Background: an optimization exercise with open tools, aiming at small area. Do not read the settings as production practice. Function was checked by simulation only, so behaviour that the tests miss may differ from the original. No activity file was given, so power comes from the tool's default toggle rates.

## flow/design.v (module list and top-level ports; edited modules follow where they fit)
// module accmaskreg2: 9 lines
// module biterrordetect2: 21 lines
// module bittime2: 143 lines
// module bittiming2: 112 lines
// module counter2: 79 lines
// module decapsulation2: 20 lines
// module destuffing2: 83 lines
// module edgepuffer2: 22 lines
// module encapsulation2: 53 lines
// module equal_id2: 16 lines
// module erbcount2: 35 lines
// module fastshift2: 49 lines
// module faultfsm2: 102 lines
// module fce2: 75 lines
// module fsm_register2: 120 lines
// module generalregister2: 44 lines
// module interrupregister2: 44 lines
// module interruptunit2: 83 lines
// module iocpu2: 348 lines
// module llc2: 59 lines
// module llc_fsm2: 332 lines
// module mac2: 393 lines
// module macfsm2: 352 lines
// module meslencompare2: 66 lines
// module multiplexer2: 115 lines
// module prescale2: 31 lines
// module prescalereg2: 9 lines
// module rcrc_cell2: 24 lines
// module rcrc2: 71 lines
// module read_mux2: 53 lines
// module rec2: 64 lines
// module recarbitreg2: 11 lines
// module recmescontrolreg2: 34 lines
// module recmeslen2: 39 lines
// module recregister2: 19 lines
// module reset_mac2: 25 lines
// module resetgen2: 25 lines
// module rshift_cell2: 18 lines
// module rshiftreg2: 62 lines
// module smpldbit_reg2: 21 lines
// module stuffing2: 64 lines
// module sum2: 104 lines
// module tcrc_cell2: 19 lines
// module tcrc2: 93 lines
// module tec2: 69 lines
// module timecount2: 27 lines
// module transmesconreg2: 15 lines
// module transmitreg2: 9 lines
// module tseg_reg2: 24 lines
// module tshift_cell2: 19 lines
// module tshiftreg2: 79 lines
// module write_demux2: 85 lines
// module can2: 306 lines
module can2 (
  input  wire        clock,
  input  wire        reset,
  input  wire [ 4:0] address,
  output wire [15:0] readdata,            
  input  wire [15:0] writedata,
  input  wire        cs,                  
  input  wire        read_n,              
  input  wire        write_n,             
  output wire        irq,
  output wire        irqstatus,
  output wire        irqsuctra,
  output wire        irqsucrec,
  input  wire        rx,                  
  output wire        tx,                  
  output wire [ 7:0] statedeb,
  output wire        Prescale_EN_debug,   
  output wire [ 6:0] bitst
  );
  // ...
==> flow/flow/run.sh <==
#!/bin/bash
# Own layout flow: the standard synthesis, then the combinational logic
# of the synthesised netlist is mapped again with a stronger ABC script (the
# registers, their names and cell types are left exactly as synthesis made
# them), then the standard flow from floorplan to the final layout, with
# a leaner clock tree (no dummy loads) and small port buffers.
# Every tool writes its full output to a log file of its own here.
set -euo pipefail
R=orfs/results/${FLOW_PLATFORM}/can2/base
bash standard.sh synth > log_1_standard_synth.txt 2>&1
cp "$R/1_2_yosys.v" "$R/1_2_yosys_standard.v"
yosys -c flow/remap.tcl > log_2_remap.txt 2>&1
bash standard.sh \
  "CTS_ARGS=-sink_clustering_enable -repair_clock_nets -dont_use_dummy_load -buf_list sky130_fd_sc_hd__clkbuf_8 -sink_clustering_size 14 -sink_clustering_max_diameter 60" \
  "BUFFER_PORTS_ARGS=-buffer_cell sky130_fd_sc_hd__buf_1" \
  finish > log_3_standard_finish.txt 2>&1
==> flow/flow/remap.abc <==
strash
&get -n
&fraig -x
&deepsyn -T 300
&put
&get -n
&dch -f
&nf -R 1000
&put
==> flow/flow/remap.tcl <==
# Re-map the combinational logic of the standard synthesis netlist.
# Sequential cells are kept as black boxes, so every register keeps its
# instance name and cell type; all other cells are replaced by their
# Liberty functions, optimised with ABC (&deepsyn) and mapped again.
yosys -import
set R orfs/results/$::env(FLOW_PLATFORM)/can2/base
set lib $::env(FLOW_HOME)/platforms/$::env(FLOW_PLATFORM)/lib/sky130_fd_sc_hd__tt_025C_1v80.lib
set dont_use {}
foreach c {probe_p_8 probec_p_8 lpflow_bleeder_1 lpflow_clkbufkapwr_1 lpflow_clkbufkapwr_16
  lpflow_clkbufkapwr_2 lpflow_clkbufkapwr_4 lpflow_clkbufkapwr_8 lpflow_clkinvkapwr_1
  lpflow_clkinvkapwr_16 lpflow_clkinvkapwr_2 lpflow_clkinvkapwr_4 lpflow_clkinvkapwr_8
  lpflow_decapkapwr_12 lpflow_decapkapwr_3 lpflow_decapkapwr_4 lpflow_decapkapwr_6
  lpflow_decapkapwr_8 lpflow_inputiso0n_1 lpflow_inputiso0p_1 lpflow_inputiso1n_1
  lpflow_inputiso1p_1 lpflow_inputisolatch_1 lpflow_isobufsrc_1 lpflow_isobufsrc_16
  lpflow_isobufsrc_2 lpflow_isobufsrc_4 lpflow_isobufsrc_8 lpflow_isobufsrckapwr_16
  lpflow_lsbuf_lh_hl_isowell_tap_1 lpflow_lsbuf_lh_hl_isowell_tap_2
  lpflow_lsbuf_lh_hl_isowell_tap_4 lpflow_lsbuf_lh_isowell_4 lpflow_lsbuf_lh_isowell_tap_1
  lpflow_lsbuf_lh_isowell_tap_2 lpflow_lsbuf_lh_isowell_tap_4} {
  lappend dont_use -dont_use sky130_fd_sc_hd__$c
}
read_liberty -ignore_miss_func $lib
blackbox sky130_fd_sc_hd__df* sky130_fd_sc_hd__edf* sky130_fd_sc_hd__sdf* sky130_fd_sc_hd__sedf* sky130_fd_sc_hd__dl* sky130_fd_sc_hd__dfbb*
read_verilog $R/1_2_yosys_standard.v
hierarchy -check -top $::env(FLOW_TOP)
tee -o $R/remap_stat_before.txt stat -liberty $lib
flatten
opt -fast
set script [file normalize flow/remap.abc]
abc -script $script -liberty $lib {*}$dont_use
# flatten dropped the cell library modules: read them back as black boxes
read_liberty -lib -ignore_miss_func $lib
setundef -zero
splitnets
opt_clean -purge
hilomap -singleton -hicell sky130_fd_sc_hd__conb_1 HI -locell sky130_fd_sc_hd__conb_1 LO
insbuf -buf sky130_fd_sc_hd__buf_4 A X
opt_clean -purge
tee -o $R/remap_stat_after.txt stat -liberty $lib
check -assert -mapped
write_verilog -noattr -nohex -nodec $R/1_2_yosys.v
==> flow/standard.sh <==
#!/bin/bash
# synth_recipe.tcl (not shown) runs the flow's synth.tcl, then flattens the netlist and writes it again
# the make line also repeats each setting of config.mk as NAME=value (left out here)
make -C /OpenROAD-flow-scripts/flow DESIGN_CONFIG=/design/flow/config.mk WORK_HOME=/design/flow/orfs CLKGATE_MAP_FILE= SYNTH_SCRIPT=/design/flow/synth_recipe.tcl "${@:-finish}"
==> flow/config.mk <==
export PLATFORM = sky130hd
export DESIGN_NAME = can2
export DESIGN_NICKNAME = can2
export VERILOG_FILES = /design/flow/design.v
export SDC_FILE = /design/flow/constraint.sdc
export NUM_CORES = 4
export LEC_CHECK = 0
export CAP_MARGIN = 20
export CORE_MARGIN = 2
export CORE_UTILIZATION = 50
export SLEW_MARGIN = 20
==> flow/constraint.sdc <==
create_clock -name core_clock -period 20.0 [get_ports {clock}]
set_input_delay 4.0000 -clock core_clock [delete_from_list [all_inputs] [get_ports {clock}]]
set_output_delay 4.0000 -clock core_clock [all_outputs]
set_load 0.01 [all_outputs]
==> results_dict.tcl, run 1 <==
set metrics [dict create \
    status "complete, no violations" \
    seq_cells 651 \
    r2r-end "MediumAccessControl.transmitcrc.enable_i$_SDFF_NN1_" \
    max_slew.worst_pin.slew_ps 1245 \
    cts_root_buffer "clkbuf_8" \
    clkCellAreaFrac_pct 2.605 \
    hpwl_um 95780 \
    final_core_utilization_pct 54.82 \
    top_regs "MediumAccessControl.recshift.genblk1.reg_i.q x101, MediumAccessControl.transhift.genblk1.reg_i.q x101" \
    dr.first_iter.drc_count 4598 \
    register_area_sq_um 15180 \
    layout_commonest_cell "dfxtp_1" \
    required_ps 10540 \
    final_area_sq_um 31510 \
    wl_met3_um 15050 \
    cp_top_family "buffers and inverters" \
    total_power_w 0.002453 \
    grt_pass1_wl_um 186600 \
    n_all_inverters 136 \
    hold_class "flop to flop" \
    crit_end "MediumAccessControl.transmitcrc.enable_i$_SDFF_NN1_" \
    overflow 0 \
    grt_util_met1_pct 51.42 \
    final_hold_viol_count 0 \
    insertion_delay_ps 740 \
    clkSlewWorstSetupHoldPaths_ps 100 \
    critPathKind "input port to flop" \
    top_usage_layer "met2" \
    tns_ps 0 \
    holdWs_ps 389.3 \
    routedWlPerCell_um 33.90 \
    clk-power_w 0.000689 \
    die-area_sq_um 59960 \
]
==> run 2, diff against run 1 <==
--- a/flow/flow/run.sh
+++ b/flow/flow/run.sh
@@ -11,6 +11,6 @@
 cp "$R/1_2_yosys.v" "$R/1_2_yosys_standard.v"
 yosys -c flow/remap.tcl > log_2_remap.txt 2>&1
 bash standard.sh \
-  "CTS_ARGS=-sink_clustering_enable -repair_clock_nets -dont_use_dummy_load -buf_list sky130_fd_sc_hd__clkbuf_8 -sink_clustering_size 14 -sink_clustering_max_diameter 60" \
+  "CTS_ARGS=-sink_clustering_enable -repair_clock_nets -dont_use_dummy_load -buf_list sky130_fd_sc_hd__clkbuf_8 -sink_clustering_size 16 -sink_clustering_max_diameter 64" \
   "BUFFER_PORTS_ARGS=-buffer_cell sky130_fd_sc_hd__buf_1" \
   finish > log_3_standard_finish.txt 2>&1
==> run 2 against run 1 <==
Highest routed layer unchanged. Worst hold slack lost 32 ps. Clock skew shrank 31 ps. Clock power shrank 2%. Largest cell class unchanged. Global-route usage grew 4.2 points. Count of clock-buffer cells in the layout shrank 5. Largest power group unchanged. Sequential share of layout area grew 0.085 points. Wire length grew 8.8%. Critical endpoint is now MediumAccessControl.receivecrc.edged$_DFFE_NP_. Critical path depth shrank 3. Core utilization is essentially flat.
==> results_dict.tcl, run 2 <==
set metrics [dict create \
    synth_nets 2951 \
    final_antenna_net_count 0 \
    cp_num_buf_inv 3 \
    endpoint_kind "flop" \
    rrSetupSlack_ps 6370 \
    wirelength_um 142400 \
    grt_use_total_pct 46.91 \
    clock-sinks 651 \
    htreeDepth 2 \
    drtPass1Iterations 14 \
    syn-cell-area_sq_um 28880 \
    slew_viol_final 0 \
    max_cap_viol_count 0 \
    portBuffers 63 \
    layout_commonest_cell "dfxtp_1" \
    placed_area_sq_um 30630 \
    dr.first_iter.drc_count 5493 \
    insertion_delay_ps 720 \
    nFillCells 4956 \
    setup_viol 0 \
    p_sw_share_pct 35.00 \
    power.density_nw_per_um2 90.06 \
    critPathMaxStageDelay_ps 650 \
    required_ps 10390 \
    final_area_sq_um 31460 \
    via_count 28800 \
    grt_pass1_vias 27320 \
    slowest_stage "a21boi_4" \
    postCtsHoldBufs 0 \
    critPathKind "input port to flop" \
    p_clk_share_pct 23.8 \
    io-pin-count 64 \
    core.rowCount 88 \
    status "complete, no violations" \
    core_area_sq_um 57370 \
    crit_chain "buf_1 -> a21boi_4 -> nand2b_1 -> buf_4 -> nor2_1 -> nand2b_1 -> clkinv_1" \
    cts_tree "yes" \
    die_w_um 244.3 \
    clock_skew_ps 115.6 \
    drc 0 \
    startpoint_type "input port" \
    cts_buffers 53 \
    max-slew-margin-rel_pct 14.56 \
    hpwl_um 102600 \
    p_leak_nw 11.08 \
    cp_top_family "simple AND/OR/NAND/NOR gates" \
    antenna_found_initial 6 \
    gp_congestion 1.070 \
    p_seq_share_pct 53.9 \
    final_hold_viol_count 0 \
    cts_buffer_depth 3 \
    start_util_pct 50.34 \
    hold_class "flop to flop" \
    area_growth_pct 8.930 \
    syn-instance-count 2924 \
    die-area_sq_um 59690 \
    crit_top_cell "nand2b_1" \
    avgSynthCellArea_sq_um 9.876 \
    total_power_w 0.002833 \
    ys_warn_count 48 \
    p_sw_w 0.0009916 \
    rsz0062_at_grt "no" \
    routedWlPerCell_um 36.75 \
    via_per_inst 7.434 \
    cts_root_buffer "clkbuf_8" \
    clkSlewWorstSetupHoldPaths_ps 110 \
    grt_pass1_wl_um 200700 \
    cp_data_arrival_time_ps 6690 \
    max_slew.worst_pin.slew_ps 1268 \
    ctsResizeCount 0 \
    pwr-share-comb_pct 22.3 \
    die_y_um 244.3 \
    nets 3133 \
    tns_ps 0 \
    overflow 0 \
    crit_path_max_fanout 21 \
    layout-drive-gt1-share_pct 5.638 \
    vdd_drop_max_uv 80.32 \
    top_regs "MediumAccessControl.recshift.genblk1.reg_i.q x101, MediumAccessControl.transhift.genblk1.reg_i.q x101" \
    post_cts_buffers 0 \
    grt_max_degree 104 \
    internal_power_w 0.001841 \
    final_cell_mix "dfxtp_1 (418), nand2_1 (325), nor2_1 (251)" \
]
[run 2: path summary, 6_finish.rpt]
path	start	end	cells past startpoint
min in group asynchronous	MediumAccessControl.reset_mac_i.active$_DFFE_PN1P_	MediumAccessControl.fsm.current_state[6]$_DFFE_PN0P_	1
worst min register to register	MediumAccessControl.recshift.edged$_SDFF_PN0_	MediumAccessControl.recshift.enable_i$_SDFF_PN0_	1
worst max register to register	MediumAccessControl.fsm.current_state[6]$_DFFE_PN0P_	MediumAccessControl.transmitcrc.enable_i$_SDFF_NN1_	14
worst min-delay path	MediumAccessControl.recshift.edged$_SDFF_PN0_	MediumAccessControl.recshift.enable_i$_SDFF_PN0_	1
max in group asynchronous	reset	MediumAccessControl.fsm.current_state[7]$_DFFE_PN0P_	6
worst max-delay path	reset	MediumAccessControl.receivecrc.edged$_DFFE_NP_	7
[run 2: area by class of cell]
cell class / count / area, sq um / area share (%)
antenna: 5 / 12.51 / 0.03978
clock buffer: 53 / 729.5 / 2.319
clock inverter: 6 / 22.52 / 0.07160
inverter: 125 / 469.2 / 1.492
multi-input combinational: 2116 / 13150 / 41.81
sequential: 651 / 15180 / 48.27
tap: 765 / 957.2 / 3.043
timing repair buffer: 153 / 928.4 / 2.951
[run 2: worst register-to-register path, stage by stage (launching register included)]
cell	delay [ps]
dfrtp_1	330
buf_4	200
buf_4	450
clkinv_1	480
nand2_1	160
buf_4	270
nor2_1	180
o21ai_0	220
a21oi_1	50
o21ai_0	180
o2111a_1	380
o22ai_1	110
nor2_1	270
nor2_1	110
o22ai_1	160
[run 2: metrics by stage]
step | setup WS, ps | hold slack [ps] | cells | util, %
floorplan | 1970 | 372.6 | 2924 | -
global placement | 2792 | 363.8 | 3806 | 53.40
detailed placement | 2605 | 389.8 | 3806 | 53.40
CTS | 3230 | 360.8 | 3864 | 54.70
global route | 3437 | 373.1 | 3870 | 54.82
finish | 3698 | 357.4 | 3874 | 54.84
[run 2: per-layer routing]
layer | track usage [%] | wire length [um] | up-vias
li1 | - | - | 11810
met1 | 53.67 | 46630 | 13710
met2 | 73.56 | 63100 | 2531
met3 | 10.32 | 15970 | 739
met4 | 42.84 | 16640 | 4
met5 | 0 | 32 | -
[run 2: power groups by stage]
stage | sequential [W] | combinational (W) | clock (W)
detailed placement | 0.00155 | 0.000600 | 0.00000221
global route | 0.00153 | 0.000657 | 0.000705
CTS | 0.00152 | 0.000602 | 0.000660
global placement | 0.00154 | 0.000591 | 0.00000221
finish | 0.00153 | 0.000632 | 0.000674
floorplan | 0.00153 | 0.000337 | 0.00000221
